Source: an optimization exercise on an open RTL-to-GDS flow (aim: small area). Production flows keep margins and buffers that such runs may drop.
In this exercise RTL edits were held to simulation tests only and were not proved equivalent to the original.
Power figures rest on the tool's default switching activity, not on a simulated workload.

<file path="design.v">
module LIT
#(
parameter LIT_IN = 9,
parameter LIT_OUT = 16
)
(
input [LIT_IN - 1 : 0] LIT_in,
input clk,
input rst,
output [LIT_OUT - 1: 0] LIT_out
);
reg [8:0] x_r;
always@(posedge clk or posedge rst)begin
    if(rst) x_r <= 9'd0;
    else x_r <= LIT_in;
end
LIT_rom u_rom (
    .pi0(x_r[8]), .pi1(x_r[7]), .pi2(x_r[6]), .pi3(x_r[5]), .pi4(x_r[4]),
    .pi5(x_r[3]), .pi6(x_r[2]), .pi7(x_r[1]), .pi8(x_r[0]),
    .po00(LIT_out[15]),
    .po01(LIT_out[14]),
    .po02(LIT_out[13]),
    .po03(LIT_out[12]),
    .po04(LIT_out[11]),
    .po05(LIT_out[10]),
    .po06(LIT_out[9]),
    .po07(LIT_out[8]),
    .po08(LIT_out[7]),
    .po09(LIT_out[6]),
    .po10(LIT_out[5]),
    .po11(LIT_out[4]),
    .po12(LIT_out[3]),
    .po13(LIT_out[2]),
    .po14(LIT_out[1]),
    .po15(LIT_out[0])
);
endmodule
module LIT_rom ( 
    pi0, pi1, pi2, pi3, pi4, pi5, pi6, pi7, pi8,
    po00, po01, po02, po03, po04, po05, po06, po07, po08, po09, po10, po11,
    po12, po13, po14, po15  );
  input  pi0, pi1, pi2, pi3, pi4, pi5, pi6, pi7, pi8;
  output po00, po01, po02, po03, po04, po05, po06, po07, po08, po09, po10,
    po11, po12, po13, po14, po15;
  wire new_n26, new_n27, new_n28, new_n29, new_n30, new_n31, new_n32,
    new_n33, new_n34, new_n35, new_n36, new_n37, new_n39, new_n40, new_n41,
    new_n42, new_n43, new_n44, new_n45, new_n46, new_n47, new_n49, new_n50,
    new_n51, new_n52, new_n53, new_n54, new_n55, new_n57, new_n58, new_n59,
    new_n60, new_n61, new_n62, new_n63, new_n64, new_n65, new_n66, new_n67,
    new_n68, new_n69, new_n70, new_n71, new_n72, new_n73, new_n74, new_n75,
    new_n76, new_n77, new_n78, new_n79, new_n80, new_n81, new_n82, new_n83,
    new_n84, new_n85, new_n86, new_n87, new_n88, new_n89, new_n91, new_n92,
    new_n93, new_n94, new_n95, new_n96, new_n97, new_n98, new_n99,
    new_n100, new_n101, new_n102, new_n103, new_n104, new_n105, new_n106,
    new_n107, new_n108, new_n109, new_n110, new_n111, new_n112, new_n113,
    new_n114, new_n115, new_n116, new_n117, new_n118, new_n119, new_n120,
    new_n121, new_n122, new_n123, new_n124, new_n125, new_n126, new_n127,
    new_n128, new_n129, new_n130, new_n131, new_n133, new_n134, new_n135,
    new_n136, new_n137, new_n138, new_n139, new_n140, new_n141, new_n142,
    new_n143, new_n144, new_n145, new_n146, new_n147, new_n148, new_n149,
    new_n150, new_n151, new_n152, new_n153, new_n154, new_n155, new_n156,
    new_n157, new_n158, new_n159, new_n160, new_n161, new_n162, new_n163,
    new_n164, new_n165, new_n166, new_n168, new_n169, new_n170, new_n171,
    new_n172, new_n173, new_n174, new_n175, new_n176, new_n177, new_n178,
    new_n179, new_n180, new_n181, new_n182, new_n183, new_n184, new_n185,
    new_n186, new_n187, new_n188, new_n189, new_n190, new_n191, new_n192,
    new_n193, new_n194, new_n195, new_n196, new_n197, new_n198, new_n199,
    new_n201, new_n202, new_n203, new_n204, new_n205, new_n206, new_n207,
    new_n208, new_n209, new_n210, new_n211, new_n212, new_n213, new_n214,
    new_n215, new_n216, new_n217, new_n218, new_n219, new_n220, new_n221,
    new_n222, new_n223, new_n224, new_n225, new_n226, new_n227, new_n228,
    new_n229, new_n230, new_n231, new_n232, new_n233, new_n234, new_n235,
    new_n236, new_n237, new_n238, new_n239, new_n240, new_n241, new_n242,
    new_n243, new_n244, new_n245, new_n246, new_n247, new_n248, new_n249,
    new_n250, new_n251, new_n252, new_n253, new_n255, new_n256, new_n257,
    new_n258, new_n259, new_n260, new_n261, new_n262, new_n263, new_n264,
    new_n265, new_n266, new_n267, new_n268, new_n269, new_n270, new_n271,
    new_n272, new_n273, new_n274, new_n275, new_n276, new_n277, new_n278,
    new_n279, new_n280, new_n281, new_n282, new_n283, new_n284, new_n285,
    new_n286, new_n287, new_n288, new_n289, new_n290, new_n291, new_n292,
    new_n294, new_n295, new_n296, new_n297, new_n298, new_n299, new_n300,
    new_n301, new_n302, new_n303, new_n304, new_n305, new_n306, new_n307,
    new_n308, new_n309, new_n310, new_n311, new_n312, new_n313, new_n314,
    new_n315, new_n316, new_n317, new_n318, new_n319, new_n320, new_n321,
    new_n322, new_n323, new_n324, new_n325, new_n326, new_n327, new_n328,
    new_n329, new_n330, new_n331, new_n332, new_n333, new_n335, new_n336,
    new_n337, new_n338, new_n339, new_n340, new_n341, new_n342, new_n343,
    new_n344, new_n345, new_n346, new_n347, new_n348, new_n349, new_n350,
    new_n351, new_n352, new_n353, new_n354, new_n355, new_n356, new_n357,
    new_n358, new_n359, new_n360, new_n361, new_n362, new_n363, new_n364,
    new_n365, new_n366, new_n367, new_n368, new_n369, new_n370, new_n371,
    new_n372, new_n373, new_n374, new_n376, new_n377, new_n378, new_n379,
    new_n380, new_n381, new_n382, new_n383, new_n384, new_n385, new_n386,
    new_n387, new_n388, new_n389, new_n390, new_n391, new_n392, new_n393,
    new_n394, new_n395, new_n396, new_n397, new_n398, new_n399, new_n400,
    new_n401, new_n402, new_n403, new_n404, new_n405, new_n406, new_n407,
    new_n408, new_n409, new_n410, new_n411, new_n412, new_n413, new_n414,
    new_n416, new_n417, new_n418, new_n419, new_n420, new_n421, new_n422,
    new_n423, new_n424, new_n425, new_n426, new_n427, new_n428, new_n429,
    new_n430, new_n431, new_n432, new_n433, new_n434, new_n435, new_n436,
    new_n437, new_n438, new_n439, new_n440, new_n441, new_n442, new_n443,
    new_n444, new_n445, new_n446, new_n447, new_n448, new_n450, new_n451,
    new_n452, new_n453, new_n454, new_n455, new_n456, new_n457, new_n458,
    new_n459, new_n460, new_n461, new_n462, new_n463, new_n464, new_n465,
    new_n466, new_n467, new_n468, new_n469, new_n470, new_n472, new_n473,
    new_n474, new_n475, new_n476, new_n477, new_n478, new_n479, new_n480,
    new_n481, new_n482, new_n483, new_n484, new_n485, new_n486, new_n487,
    new_n488, new_n489, new_n490, new_n492, new_n493, new_n494, new_n495,
    new_n496, new_n497, new_n498, new_n499, new_n500, new_n501, new_n502,
    new_n503, new_n504, new_n505, new_n506, new_n507, new_n508, new_n509,
    new_n510, new_n511, new_n512, new_n513, new_n514, new_n515, new_n516,
    new_n517, new_n518;
  assign new_n26 = ~pi4 & pi5;
  assign new_n27 = pi3 & new_n26;
  assign new_n28 = ~pi5 & pi6;
  assign new_n29 = ~pi6 & ~pi7;
  assign new_n30 = ~pi6 & ~pi8;
  assign new_n31 = ~new_n29 & ~new_n30;
  assign new_n32 = ~new_n28 & new_n31;
  assign new_n33 = new_n27 & new_n32;
  assign new_n34 = pi3 & pi4;
  assign new_n35 = ~new_n33 & ~new_n34;
  assign new_n36 = pi1 & pi2;
  assign new_n37 = ~new_n35 & new_n36;
  assign po00 = pi0 | new_n37;
  assign new_n39 = ~new_n33 & new_n36;
  assign new_n40 = pi4 & pi5;
  assign new_n41 = ~pi3 & pi7;
  assign new_n42 = pi4 & pi6;
  assign new_n43 = new_n41 & new_n42;
  assign new_n44 = ~new_n40 & ~new_n43;
  assign new_n45 = pi3 & ~pi4;
  assign new_n46 = new_n44 & ~new_n45;
  assign new_n47 = new_n39 & ~new_n46;
  assign po01 = pi0 | new_n47;
  assign new_n49 = pi3 & ~pi5;
  assign new_n50 = pi3 & pi6;
  assign new_n51 = ~new_n49 & ~new_n50;
  assign new_n52 = ~new_n44 & new_n51;
  assign new_n53 = new_n29 & new_n49;
  assign new_n54 = ~new_n52 & ~new_n53;
  assign new_n55 = new_n39 & new_n54;
  assign po02 = pi0 | new_n55;
  assign new_n57 = pi4 & pi8;
  assign new_n58 = ~new_n30 & ~new_n57;
  assign new_n59 = pi3 & pi7;
  assign new_n60 = pi5 & new_n59;
  assign new_n61 = ~new_n58 & new_n60;
  assign new_n62 = ~pi3 & ~pi4;
  assign new_n63 = ~pi6 & ~new_n62;
  assign new_n64 = ~pi7 & ~new_n40;
  assign new_n65 = new_n63 & new_n64;
  assign new_n66 = ~pi6 & pi7;
  assign new_n67 = ~pi7 & ~pi8;
  assign new_n68 = ~new_n66 & ~new_n67;
  assign new_n69 = pi4 & ~pi5;
  assign new_n70 = pi7 & pi8;
  assign new_n71 = ~new_n69 & ~new_n70;
  assign new_n72 = new_n68 & ~new_n71;
  assign new_n73 = ~new_n65 & ~new_n72;
  assign new_n74 = ~new_n61 & new_n73;
  assign new_n75 = ~pi7 & pi8;
  assign new_n76 = pi7 & ~pi8;
  assign new_n77 = ~new_n75 & ~new_n76;
  assign new_n78 = pi5 & pi6;
  assign new_n79 = ~pi3 & new_n78;
  assign new_n80 = ~new_n77 & new_n79;
  assign new_n81 = ~pi3 & new_n69;
  assign new_n82 = pi2 & ~new_n81;
  assign new_n83 = ~new_n80 & new_n82;
  assign new_n84 = new_n74 & new_n83;
  assign new_n85 = ~pi2 & new_n35;
  assign new_n86 = new_n28 & new_n41;
  assign new_n87 = pi1 & ~new_n86;
  assign new_n88 = ~new_n85 & new_n87;
  assign new_n89 = ~new_n84 & new_n88;
  assign po03 = pi0 | new_n89;
  assign new_n91 = new_n42 & new_n49;
  assign new_n92 = new_n70 & new_n91;
  assign new_n93 = ~pi5 & ~pi7;
  assign new_n94 = new_n42 & new_n93;
  assign new_n95 = pi2 & ~new_n53;
  assign new_n96 = ~new_n94 & new_n95;
  assign new_n97 = new_n50 & ~new_n77;
  assign new_n98 = pi7 & new_n30;
  assign new_n99 = new_n26 & new_n98;
  assign new_n100 = ~new_n97 & ~new_n99;
  assign new_n101 = ~pi6 & pi8;
  assign new_n102 = new_n40 & new_n101;
  assign new_n103 = ~pi3 & pi4;
  assign new_n104 = new_n66 & new_n103;
  assign new_n105 = ~new_n102 & ~new_n104;
  assign new_n106 = ~pi6 & new_n26;
  assign new_n107 = ~pi3 & new_n106;
  assign new_n108 = new_n105 & ~new_n107;
  assign new_n109 = new_n100 & new_n108;
  assign new_n110 = new_n96 & new_n109;
  assign new_n111 = pi8 & new_n28;
  assign new_n112 = pi2 & ~new_n111;
  assign new_n113 = ~new_n40 & ~new_n112;
  assign new_n114 = ~new_n35 & new_n113;
  assign new_n115 = ~new_n110 & ~new_n114;
  assign new_n116 = ~new_n92 & ~new_n115;
  assign new_n117 = pi1 & ~new_n116;
  assign new_n118 = pi6 & ~pi7;
  assign new_n119 = pi5 & pi8;
  assign new_n120 = new_n32 & ~new_n119;
  assign new_n121 = ~new_n69 & ~new_n106;
  assign new_n122 = new_n75 & ~new_n121;
  assign new_n123 = ~new_n26 & ~new_n69;
  assign new_n124 = ~new_n57 & ~new_n93;
  assign new_n125 = new_n123 & new_n124;
  assign new_n126 = ~new_n122 & ~new_n125;
  assign new_n127 = ~new_n120 & new_n126;
  assign new_n128 = new_n36 & new_n51;
  assign new_n129 = ~new_n127 & new_n128;
  assign new_n130 = new_n118 & new_n129;
  assign new_n131 = ~pi0 & ~new_n130;
  assign po04 = new_n117 | ~new_n131;
  assign new_n133 = pi1 & pi3;
  assign new_n134 = ~new_n92 & new_n133;
  assign new_n135 = new_n54 & new_n134;
  assign new_n136 = ~pi2 & ~new_n135;
  assign new_n137 = pi6 & pi7;
  assign new_n138 = new_n69 & new_n137;
  assign new_n139 = new_n118 & new_n119;
  assign new_n140 = ~new_n138 & ~new_n139;
  assign new_n141 = new_n29 & new_n62;
  assign new_n142 = new_n34 & new_n118;
  assign new_n143 = ~new_n141 & ~new_n142;
  assign new_n144 = new_n140 & new_n143;
  assign new_n145 = ~pi3 & pi5;
  assign new_n146 = ~new_n49 & new_n66;
  assign new_n147 = ~new_n145 & new_n146;
  assign new_n148 = ~new_n77 & new_n145;
  assign new_n149 = pi6 & pi8;
  assign new_n150 = ~new_n30 & ~new_n149;
  assign new_n151 = new_n49 & ~new_n150;
  assign new_n152 = ~new_n148 & ~new_n151;
  assign new_n153 = ~new_n147 & new_n152;
  assign new_n154 = new_n144 & new_n153;
  assign new_n155 = ~pi2 & ~new_n77;
  assign new_n156 = new_n42 & new_n70;
  assign new_n157 = ~pi2 & ~pi5;
  assign new_n158 = pi1 & ~new_n157;
  assign new_n159 = ~new_n156 & new_n158;
  assign new_n160 = ~new_n99 & new_n159;
  assign new_n161 = ~new_n155 & new_n160;
  assign new_n162 = ~new_n154 & new_n161;
  assign new_n163 = ~pi2 & pi6;
  assign new_n164 = new_n26 & new_n163;
  assign new_n165 = ~new_n162 & ~new_n164;
  assign new_n166 = ~new_n136 & new_n165;
  assign po05 = pi0 | new_n166;
  assign new_n168 = ~new_n74 & ~new_n156;
  assign new_n169 = ~pi2 & ~new_n168;
  assign new_n170 = pi2 & ~new_n98;
  assign new_n171 = ~pi4 & new_n149;
  assign new_n172 = ~new_n70 & ~new_n171;
  assign new_n173 = new_n170 & new_n172;
  assign new_n174 = pi2 & pi7;
  assign new_n175 = ~pi4 & new_n174;
  assign new_n176 = ~new_n173 & ~new_n175;
  assign new_n177 = ~new_n169 & new_n176;
  assign new_n178 = pi4 & new_n29;
  assign new_n179 = new_n93 & ~new_n178;
  assign new_n180 = pi2 & ~pi8;
  assign new_n181 = new_n179 & new_n180;
  assign new_n182 = pi1 & ~new_n181;
  assign new_n183 = ~new_n177 & new_n182;
  assign new_n184 = pi3 & ~new_n183;
  assign new_n185 = ~new_n129 & ~new_n184;
  assign new_n186 = ~pi0 & ~new_n185;
  assign new_n187 = ~pi4 & ~new_n180;
  assign new_n188 = pi7 & ~new_n187;
  assign new_n189 = ~pi2 & pi3;
  assign new_n190 = new_n57 & new_n189;
  assign new_n191 = ~pi2 & pi4;
  assign new_n192 = ~pi3 & ~pi8;
  assign new_n193 = new_n191 & ~new_n192;
  assign new_n194 = ~new_n190 & new_n193;
  assign new_n195 = ~new_n188 & ~new_n194;
  assign new_n196 = ~pi0 & pi1;
  assign new_n197 = pi6 & ~new_n69;
  assign new_n198 = new_n196 & new_n197;
  assign new_n199 = ~new_n195 & new_n198;
  assign po06 = new_n186 | new_n199;
  assign new_n201 = ~pi2 & ~pi3;
  assign new_n202 = ~new_n163 & ~new_n201;
  assign new_n203 = ~new_n68 & ~new_n202;
  assign new_n204 = pi1 & ~new_n203;
  assign new_n205 = ~pi4 & ~new_n204;
  assign new_n206 = ~new_n66 & ~new_n118;
  assign new_n207 = pi5 & new_n206;
  assign new_n208 = ~new_n57 & new_n163;
  assign new_n209 = pi3 & ~new_n208;
  assign new_n210 = ~new_n207 & new_n209;
  assign new_n211 = pi3 & ~new_n191;
  assign new_n212 = ~new_n77 & new_n211;
  assign new_n213 = new_n69 & ~new_n174;
  assign new_n214 = ~new_n190 & ~new_n213;
  assign new_n215 = ~new_n212 & new_n214;
  assign new_n216 = ~new_n210 & ~new_n215;
  assign new_n217 = ~pi4 & ~pi8;
  assign new_n218 = ~new_n206 & new_n217;
  assign new_n219 = ~new_n178 & ~new_n218;
  assign new_n220 = pi2 & ~pi5;
  assign new_n221 = pi3 & new_n220;
  assign new_n222 = ~new_n219 & new_n221;
  assign new_n223 = new_n45 & new_n66;
  assign new_n224 = ~pi5 & pi8;
  assign new_n225 = ~new_n103 & new_n224;
  assign new_n226 = new_n202 & new_n225;
  assign new_n227 = ~new_n223 & new_n226;
  assign new_n228 = ~new_n222 & ~new_n227;
  assign new_n229 = ~new_n216 & new_n228;
  assign new_n230 = ~pi3 & ~pi7;
  assign new_n231 = ~pi8 & ~new_n50;
  assign new_n232 = ~new_n230 & new_n231;
  assign new_n233 = pi5 & ~new_n232;
  assign new_n234 = ~pi4 & ~new_n233;
  assign new_n235 = ~pi4 & ~new_n50;
  assign new_n236 = ~new_n206 & new_n235;
  assign new_n237 = ~pi8 & ~new_n49;
  assign new_n238 = new_n40 & new_n41;
  assign new_n239 = ~new_n237 & ~new_n238;
  assign new_n240 = ~new_n236 & new_n239;
  assign new_n241 = pi2 & ~new_n240;
  assign new_n242 = ~new_n234 & new_n241;
  assign new_n243 = new_n30 & new_n103;
  assign new_n244 = ~new_n178 & ~new_n243;
  assign new_n245 = new_n242 & new_n244;
  assign new_n246 = new_n229 & ~new_n245;
  assign new_n247 = ~pi4 & ~pi5;
  assign new_n248 = new_n67 & new_n247;
  assign new_n249 = ~new_n99 & ~new_n248;
  assign new_n250 = ~pi2 & ~new_n249;
  assign new_n251 = new_n204 & ~new_n250;
  assign new_n252 = new_n246 & new_n251;
  assign new_n253 = ~new_n205 & ~new_n252;
  assign po07 = pi0 | new_n253;
  assign new_n255 = pi4 & new_n155;
  assign new_n256 = ~new_n206 & new_n255;
  assign new_n257 = new_n136 & new_n256;
  assign new_n258 = ~pi3 & ~new_n105;
  assign new_n259 = new_n78 & new_n103;
  assign new_n260 = ~new_n258 & ~new_n259;
  assign new_n261 = new_n246 & ~new_n260;
  assign new_n262 = pi2 & ~pi7;
  assign new_n263 = new_n50 & new_n262;
  assign new_n264 = ~new_n136 & ~new_n263;
  assign new_n265 = ~new_n261 & new_n264;
  assign new_n266 = ~new_n257 & ~new_n265;
  assign new_n267 = new_n62 & new_n101;
  assign new_n268 = pi1 & ~new_n267;
  assign new_n269 = ~new_n266 & new_n268;
  assign new_n270 = pi5 & ~new_n269;
  assign new_n271 = ~new_n30 & ~new_n171;
  assign new_n272 = ~pi5 & ~new_n271;
  assign new_n273 = ~new_n40 & ~new_n272;
  assign new_n274 = new_n174 & ~new_n273;
  assign new_n275 = ~pi5 & new_n101;
  assign new_n276 = new_n211 & ~new_n275;
  assign new_n277 = ~new_n59 & ~new_n276;
  assign new_n278 = ~new_n174 & new_n217;
  assign new_n279 = ~new_n277 & ~new_n278;
  assign new_n280 = ~new_n274 & new_n279;
  assign new_n281 = new_n42 & ~new_n76;
  assign new_n282 = new_n36 & ~new_n119;
  assign new_n283 = ~new_n281 & new_n282;
  assign new_n284 = ~new_n133 & ~new_n283;
  assign new_n285 = ~pi5 & ~new_n75;
  assign new_n286 = ~pi6 & ~new_n211;
  assign new_n287 = ~new_n285 & new_n286;
  assign new_n288 = new_n30 & new_n247;
  assign new_n289 = ~new_n287 & ~new_n288;
  assign new_n290 = ~new_n284 & new_n289;
  assign new_n291 = ~new_n280 & new_n290;
  assign new_n292 = ~pi0 & ~new_n291;
  assign po08 = new_n270 | ~new_n292;
  assign new_n294 = pi4 & ~pi7;
  assign new_n295 = ~new_n242 & ~new_n294;
  assign new_n296 = new_n40 & ~new_n41;
  assign new_n297 = ~new_n195 & new_n296;
  assign new_n298 = pi2 & pi8;
  assign new_n299 = pi3 & new_n75;
  assign new_n300 = ~new_n298 & ~new_n299;
  assign new_n301 = new_n69 & ~new_n300;
  assign new_n302 = pi3 & new_n77;
  assign new_n303 = new_n247 & new_n302;
  assign new_n304 = ~new_n301 & ~new_n303;
  assign new_n305 = ~new_n297 & new_n304;
  assign new_n306 = pi3 & new_n305;
  assign new_n307 = ~new_n295 & new_n306;
  assign new_n308 = pi1 & ~new_n307;
  assign new_n309 = ~pi6 & ~new_n305;
  assign new_n310 = pi5 & ~new_n67;
  assign new_n311 = new_n45 & ~new_n310;
  assign new_n312 = new_n40 & new_n76;
  assign new_n313 = new_n163 & ~new_n190;
  assign new_n314 = ~new_n312 & new_n313;
  assign new_n315 = ~new_n311 & new_n314;
  assign new_n316 = ~new_n63 & ~new_n77;
  assign new_n317 = ~pi5 & ~new_n29;
  assign new_n318 = ~new_n316 & new_n317;
  assign new_n319 = ~new_n103 & new_n137;
  assign new_n320 = ~new_n247 & new_n319;
  assign new_n321 = pi2 & ~new_n320;
  assign new_n322 = ~pi4 & pi6;
  assign new_n323 = ~new_n40 & ~new_n322;
  assign new_n324 = pi8 & ~new_n323;
  assign new_n325 = new_n217 & new_n230;
  assign new_n326 = ~new_n324 & ~new_n325;
  assign new_n327 = new_n321 & new_n326;
  assign new_n328 = ~new_n318 & new_n327;
  assign new_n329 = ~new_n315 & ~new_n328;
  assign new_n330 = ~new_n309 & new_n329;
  assign new_n331 = new_n308 & new_n330;
  assign new_n332 = ~pi6 & ~new_n308;
  assign new_n333 = ~pi0 & ~new_n332;
  assign po09 = ~new_n331 & new_n333;
  assign new_n335 = ~new_n28 & new_n57;
  assign new_n336 = pi2 & ~new_n106;
  assign new_n337 = ~new_n335 & new_n336;
  assign new_n338 = ~new_n30 & ~new_n102;
  assign new_n339 = ~new_n337 & new_n338;
  assign new_n340 = new_n35 & new_n339;
  assign new_n341 = pi1 & ~new_n340;
  assign new_n342 = pi7 & ~new_n341;
  assign new_n343 = new_n40 & new_n66;
  assign new_n344 = new_n29 & new_n217;
  assign new_n345 = ~new_n343 & ~new_n344;
  assign new_n346 = ~new_n303 & new_n345;
  assign new_n347 = ~new_n118 & ~new_n288;
  assign new_n348 = ~pi3 & ~new_n347;
  assign new_n349 = ~pi7 & ~new_n34;
  assign new_n350 = ~new_n247 & new_n349;
  assign new_n351 = pi8 & new_n350;
  assign new_n352 = new_n321 & ~new_n351;
  assign new_n353 = ~new_n348 & new_n352;
  assign new_n354 = new_n346 & new_n353;
  assign new_n355 = ~pi8 & new_n322;
  assign new_n356 = ~new_n119 & ~new_n355;
  assign new_n357 = ~pi3 & ~new_n356;
  assign new_n358 = pi1 & ~new_n357;
  assign new_n359 = ~new_n174 & ~new_n358;
  assign new_n360 = ~new_n57 & ~new_n67;
  assign new_n361 = new_n78 & ~new_n360;
  assign new_n362 = ~pi7 & new_n275;
  assign new_n363 = ~pi5 & ~pi6;
  assign new_n364 = pi4 & ~pi8;
  assign new_n365 = new_n363 & new_n364;
  assign new_n366 = new_n189 & ~new_n365;
  assign new_n367 = ~new_n362 & new_n366;
  assign new_n368 = ~new_n106 & new_n367;
  assign new_n369 = ~pi2 & new_n230;
  assign new_n370 = ~new_n368 & ~new_n369;
  assign new_n371 = ~new_n361 & ~new_n370;
  assign new_n372 = ~new_n359 & ~new_n371;
  assign new_n373 = ~new_n354 & new_n372;
  assign new_n374 = ~new_n342 & ~new_n373;
  assign po10 = ~pi0 & ~new_n374;
  assign new_n376 = new_n27 & new_n174;
  assign new_n377 = ~new_n40 & new_n201;
  assign new_n378 = pi1 & ~new_n377;
  assign new_n379 = ~new_n376 & new_n378;
  assign new_n380 = ~new_n26 & ~new_n262;
  assign new_n381 = ~pi8 & ~new_n380;
  assign new_n382 = ~new_n155 & ~new_n381;
  assign new_n383 = ~pi6 & ~new_n382;
  assign new_n384 = pi6 & ~pi8;
  assign new_n385 = ~new_n26 & ~new_n384;
  assign new_n386 = pi2 & new_n40;
  assign new_n387 = ~new_n385 & new_n386;
  assign new_n388 = new_n70 & new_n163;
  assign new_n389 = ~new_n365 & ~new_n388;
  assign new_n390 = ~new_n179 & new_n389;
  assign new_n391 = ~new_n387 & new_n390;
  assign new_n392 = ~new_n383 & new_n391;
  assign new_n393 = ~new_n221 & ~new_n367;
  assign new_n394 = ~new_n392 & new_n393;
  assign new_n395 = new_n229 & new_n298;
  assign new_n396 = new_n66 & ~new_n191;
  assign new_n397 = ~new_n218 & ~new_n396;
  assign new_n398 = ~pi4 & new_n93;
  assign new_n399 = ~new_n298 & new_n398;
  assign new_n400 = pi2 & ~new_n385;
  assign new_n401 = pi4 & new_n139;
  assign new_n402 = ~new_n400 & ~new_n401;
  assign new_n403 = ~new_n399 & new_n402;
  assign new_n404 = new_n397 & new_n403;
  assign new_n405 = pi3 & ~new_n404;
  assign new_n406 = ~new_n395 & new_n405;
  assign new_n407 = ~new_n394 & ~new_n406;
  assign new_n408 = new_n379 & ~new_n407;
  assign new_n409 = pi2 & new_n102;
  assign new_n410 = ~new_n171 & ~new_n409;
  assign new_n411 = ~pi3 & ~new_n410;
  assign new_n412 = pi8 & ~new_n379;
  assign new_n413 = ~pi0 & ~new_n412;
  assign new_n414 = ~new_n411 & new_n413;
  assign po11 = new_n408 | ~new_n414;
  assign new_n416 = pi2 & ~new_n363;
  assign new_n417 = ~new_n150 & new_n416;
  assign new_n418 = new_n64 & ~new_n417;
  assign new_n419 = ~pi2 & ~new_n364;
  assign new_n420 = new_n356 & new_n419;
  assign new_n421 = pi7 & ~new_n420;
  assign new_n422 = ~new_n418 & ~new_n421;
  assign new_n423 = new_n101 & new_n175;
  assign new_n424 = new_n133 & ~new_n139;
  assign new_n425 = ~new_n423 & new_n424;
  assign new_n426 = ~pi2 & ~new_n57;
  assign new_n427 = ~new_n163 & ~new_n364;
  assign new_n428 = ~new_n426 & ~new_n427;
  assign new_n429 = pi6 & new_n285;
  assign new_n430 = ~new_n428 & ~new_n429;
  assign new_n431 = new_n425 & new_n430;
  assign new_n432 = ~new_n422 & new_n431;
  assign new_n433 = ~new_n187 & ~new_n213;
  assign new_n434 = ~new_n298 & ~new_n433;
  assign new_n435 = pi1 & ~pi3;
  assign new_n436 = ~new_n434 & new_n435;
  assign new_n437 = pi5 & ~pi7;
  assign new_n438 = ~new_n75 & ~new_n437;
  assign new_n439 = ~pi4 & ~new_n438;
  assign new_n440 = ~new_n155 & ~new_n275;
  assign new_n441 = ~new_n439 & new_n440;
  assign new_n442 = new_n436 & new_n441;
  assign new_n443 = ~new_n432 & ~new_n442;
  assign new_n444 = pi2 & new_n343;
  assign new_n445 = ~new_n78 & ~new_n363;
  assign new_n446 = new_n364 & new_n445;
  assign new_n447 = ~new_n444 & ~new_n446;
  assign new_n448 = ~new_n443 & new_n447;
  assign po12 = pi0 | new_n448;
  assign new_n450 = pi4 & new_n66;
  assign new_n451 = ~new_n120 & ~new_n450;
  assign new_n452 = pi2 & ~new_n451;
  assign new_n453 = ~pi2 & ~new_n219;
  assign new_n454 = ~pi7 & ~new_n356;
  assign new_n455 = ~new_n312 & ~new_n388;
  assign new_n456 = new_n30 & new_n157;
  assign new_n457 = new_n262 & new_n322;
  assign new_n458 = ~new_n456 & ~new_n457;
  assign new_n459 = new_n455 & new_n458;
  assign new_n460 = ~new_n454 & new_n459;
  assign new_n461 = ~new_n453 & new_n460;
  assign new_n462 = ~new_n452 & new_n461;
  assign new_n463 = new_n133 & ~new_n462;
  assign new_n464 = new_n166 & ~new_n462;
  assign new_n465 = ~new_n70 & ~new_n119;
  assign new_n466 = ~new_n363 & new_n465;
  assign new_n467 = ~new_n386 & new_n466;
  assign new_n468 = new_n436 & ~new_n467;
  assign new_n469 = ~new_n464 & new_n468;
  assign new_n470 = ~new_n463 & ~new_n469;
  assign po13 = ~pi0 & ~new_n470;
  assign new_n472 = new_n163 & ~new_n437;
  assign new_n473 = ~new_n285 & new_n472;
  assign new_n474 = new_n26 & ~new_n76;
  assign new_n475 = ~new_n149 & ~new_n180;
  assign new_n476 = new_n474 & new_n475;
  assign new_n477 = ~new_n473 & ~new_n476;
  assign new_n478 = ~new_n255 & new_n477;
  assign new_n479 = pi3 & ~new_n478;
  assign new_n480 = new_n49 & new_n118;
  assign new_n481 = ~new_n145 & ~new_n480;
  assign new_n482 = new_n170 & new_n481;
  assign new_n483 = pi8 & ~new_n49;
  assign new_n484 = ~new_n118 & new_n483;
  assign new_n485 = ~pi4 & new_n299;
  assign new_n486 = ~new_n350 & ~new_n485;
  assign new_n487 = ~new_n484 & new_n486;
  assign new_n488 = new_n482 & new_n487;
  assign new_n489 = ~new_n479 & ~new_n488;
  assign new_n490 = ~new_n261 & new_n489;
  assign po14 = new_n196 & ~new_n490;
  assign new_n492 = new_n363 & new_n395;
  assign new_n493 = ~new_n118 & ~new_n201;
  assign new_n494 = new_n364 & new_n493;
  assign new_n495 = ~new_n259 & ~new_n343;
  assign new_n496 = ~new_n401 & new_n495;
  assign new_n497 = ~new_n494 & new_n496;
  assign new_n498 = ~pi3 & new_n298;
  assign new_n499 = ~pi3 & ~new_n66;
  assign new_n500 = new_n220 & ~new_n499;
  assign new_n501 = ~new_n498 & ~new_n500;
  assign new_n502 = ~new_n497 & new_n501;
  assign new_n503 = ~new_n272 & new_n427;
  assign new_n504 = ~new_n302 & ~new_n503;
  assign new_n505 = pi4 & ~new_n224;
  assign new_n506 = pi3 & ~new_n70;
  assign new_n507 = ~new_n93 & ~new_n163;
  assign new_n508 = ~new_n79 & new_n507;
  assign new_n509 = ~new_n506 & new_n508;
  assign new_n510 = ~new_n505 & ~new_n509;
  assign new_n511 = ~new_n91 & ~new_n510;
  assign new_n512 = ~new_n208 & ~new_n220;
  assign new_n513 = ~new_n310 & new_n512;
  assign new_n514 = ~new_n511 & ~new_n513;
  assign new_n515 = ~new_n504 & new_n514;
  assign new_n516 = ~new_n502 & ~new_n515;
  assign new_n517 = ~new_n492 & new_n516;
  assign new_n518 = pi1 & ~new_n517;
  assign po15 = pi0 | new_n518;
endmodule
</file>
<file path="run.sh">
#!/bin/bash
# synth_recipe.tcl (not shown) runs the flow's synth.tcl, then flattens the netlist and writes it again
# the make line also repeats each setting of config.mk as NAME=value (left out here)
make -C /OpenROAD-flow-scripts/flow DESIGN_CONFIG=/design/flow/config.mk WORK_HOME=/design/flow/orfs CLKGATE_MAP_FILE= SYNTH_SCRIPT=/design/flow/synth_recipe.tcl finish
</file>
<file path="constraint.sdc">
create_clock -name core_clock -period 11.0 [get_ports {clk}]
set_input_delay 2.2000 -clock core_clock [delete_from_list [all_inputs] [get_ports {clk}]]
set_output_delay 2.2000 -clock core_clock [all_outputs]
set_load 0.01 [all_outputs]
</file>
<file path="config.mk">
export PLATFORM = sky130hd
export DESIGN_NAME = LIT
export DESIGN_NICKNAME = LIT
export VERILOG_FILES = /design/flow/design.v
export SDC_FILE = /design/flow/constraint.sdc
export NUM_CORES = 4
export LEC_CHECK = 0
export ABC_AREA = 1
export CAP_MARGIN = 20
export CORE_MARGIN = 2
export CORE_UTILIZATION = 40
export SLEW_MARGIN = 20
</file>
==> qor.txt <==
Initial drt markers - 645
1st-pass router iterations - 6
Post CTS Setup Buffer Count - 0
CTS Buf Count - 3
First-pass GRT wire length - 16600 um
Pin count of the biggest net entering global routing - 23
Drt wl/cell - 21.3 um
Number of synthesized flops with an enable pin - 0
Full die area - 6770 um2
Async SR Flop Fraction - 100%
DR vias/cell - 6.34
Largest regs - x_r (9)
Mapped Area - 2450 um2
Root Buffer - clkbuf_8
Cells after Synth - 432
Layout cells sized above 1 - 6.93%
Setup_tns - 0 ns
Cts hold-fix bufs - 0
Reg clk slew, reported paths - 0.04 ns
Fmax achieved - 168 MHz
Total wire length - 10800 um
Vias in the first global route - 3029
Critical path peak fanout - 15
Synth Flop Type - dfrtp_1
VDD IR max - 0.0833 mV
Worst Path Class, Setup - reg2out
Commonest non-fill, non-tap cell in the layout - nand2_1
Max Cap Viol - 0
Max-slew headroom - 37.2%
FF/Latch Area - 225 um2
Status - no timing/DRC/antenna violations
ANT nets after route - 0
Synth warn - 1
Final hold slack - 2.22 ns
Dpl hpwl - 8080 um
Vias - 3220
Most flops, register - x_r
CTS H-tree depth - 1
Setup violators final - 0
Final GP Congestion - 1.04
Synth area leaders - nand2_1 (20%), ha_1 (11%), dfrtp_1 (9.2%), o21ai_0 (6.3%), buf_4 (6.1%)
Total core area - 5920 um2
Filler Cells Inserted - 677
Post-synthesis sequential area ratio - 9.19%
Syn_area_per_cell - 5.67 um2
Starting Density - 41.4%
Worst Path Required - 8.80 ns
Commonest non-fill, non-tap cells in the layout - nand2_1 (133), inv_1 (38), nor2_1 (36)
Leak - 1.30 nW
Final hold vios - 0
Multi-input logic area - 1810 um2
Gr ovfl total - 0
Power per cell area - 70.6 nW/um2
Die width - 82.3 um
RSZ-0062 raised after global routing - no
Fin. max-slew vios - 0
Worst hold path class - in2async
Period utilization - 54.3%
CTS tree - done
Longest Clk Path Bufs - 2
Max FFs per register - 9
Area delta synth->final - 7.55%
IO buf count - 26
Die Ht - 82.3 um
Yosys cell types - 37
Minimum clock period after layout - 5.97 ns
CP arrival - 3.77 ns
Final layout net count - 467
Share of the synthesized area in the top cell type - 20.4%
Worst-margin pin slew - 0.942 ns
Global Route Usage Sum - 33.4%
Place WS - 5.45 ns
Worst Setup Start Kind - register
I/O Pins - 27
Antenna Cells - 0
Synth area leader - nand2_1
CTS sink cnt - 9
DRC viols - 0
Synth Register Bits - 9
Rows - 28
Worst setup EP type - output pin
Syn Nets - 465
Cells resized by post-CTS repair - 0
Initial antenna violation count - 0
Final setup margin - 5.03 ns
per-layer routing:
metal | routed length (um) | share of wire [%] | GRT usage (%)
met1 | 4060 | 37 | 43.5
met2 | 4400 | 41 | 49.2
met3 | 1390 | 13 | 4.78
met4 | 983 | 9.1 | 25.8
met5 | 0 | 0 | 0
cell families (layout without fill, tap and decap cells):
family                     Yosys count  count (layout)  share of synthesized area [%]
adders and majority gates           22              22                           11.2
and+or+nand+nor                    233             233                           41.7
AOI/OAI and AO/OA                   88              88                           21.1
buffers and inverters               80              81                           16.8
DFF                                  9               9                           9.19
where the power goes:
| group | switching (mW) | total (mW) | internal [mW] |
|---|---|---|---|
| sequential | 0.00792 | 0.0427 | 0.0348 |
| combinational | 0.0694 | 0.106 | 0.0370 |
| clock | 0.0118 | 0.0369 | 0.0251 |
| total | 0.0891 | 0.186 | 0.0969 |
worst max-delay path by stage:
stage	startpoint	end	slack [ns]	cells after the start
CTS	x_r[0]	LIT_out[6]	5.19	13
finish	x_r[0]	LIT_out[6]	5.03	13
global placement	x_r[0]	LIT_out[6]	5.31	9
detailed placement	x_r[0]	LIT_out[6]	5.45	13
floorplan	x_r[4]	LIT_out[11]	6.87	11
global route	x_r[0]	LIT_out[6]	4.82	13
per-stage QoR:
stage | std cells | utilization (%) | instance area, um2 | power (mW)
global placement | 504 | 43.8 | 2590 | 0.148
global route | 508 | 44.5 | 2640 | 0.198
floorplan | 432 | - | 2450 | 0.114
CTS | 508 | 44.5 | 2640 | 0.182
finish | 508 | 44.5 | 2640 | 0.186
detailed placement | 504 | 43.8 | 2590 | 0.144
synthesized netlist by cell type (all sizes together), types with 2 or more instances:
cell and n:
nand4 7, or2 2, buf 30, nand2 141, o221ai 2, dfrtp 9
nand3 31, a31oi 3, nor3 11, o211ai 8, o2111ai 5, o22ai 4
inv 48, ha 22, nor2 40, o21ai 43, a21oi 17, a21boi 2
worst max-delay path: stages, from the launching register on:
cell	delay [ns]
dfrtp_1	0.79
inv_1	0.54
ha_1	0.59
nor3_1	0.38
or2_1	0.16
inv_1	0.04
nand2_1	0.08
nor2_1	0.04
nand2_1	0.07
nand2_1	0.06
nand2_1	0.08
nand2_1	0.05
nor2_1	0.11
clkdlybuf4s50_1	0.54
area by class of cell:
cell class | instances | share of cell area (%)
Clock buffer | 4 | 1.71
Inverter | 49 | 6.98
Multi-Input combinational cell | 343 | 68.8
Sequential cell | 9 | 8.54
Tap cell | 75 | 3.56
Timing Repair Buffer | 28 | 10.4

port drivers added, routing unchanged:
How much do the figures lean on ideal ports? The routed layout below was timed once more, with nothing changed but the port constraints. Step 1 (the two cells are an assumption about what drives the block):
set clk [get_ports {clk}]
set_driving_cell -lib_cell sky130_fd_sc_hd__clkbuf_16 $clk
set_driving_cell -lib_cell sky130_fd_sc_hd__buf_2 [delete_from_list [all_inputs] $clk]
Step 2, shift: input delay + t, output delay - t, t = (earliest + latest rising clock arrival at the registers) / 2. This alone moves slack from input paths to output paths. a / b / c = ideal / step 1 / step 2; a / b = the first two.
t, ns: 0.246
slack for setup (ns): 5.031 / 5.011 / 5.258
hold slack, ns: 2.216 / 2.218 / 2.464
worst setup path at the end: register to output
latest minus earliest clock arrival (ns): 0.001 / 0.001
After both steps setup and hold are still met in this run. For this run, drivers alone change the setup slack by -0.020 ns; drivers and shift together by +0.227 ns.
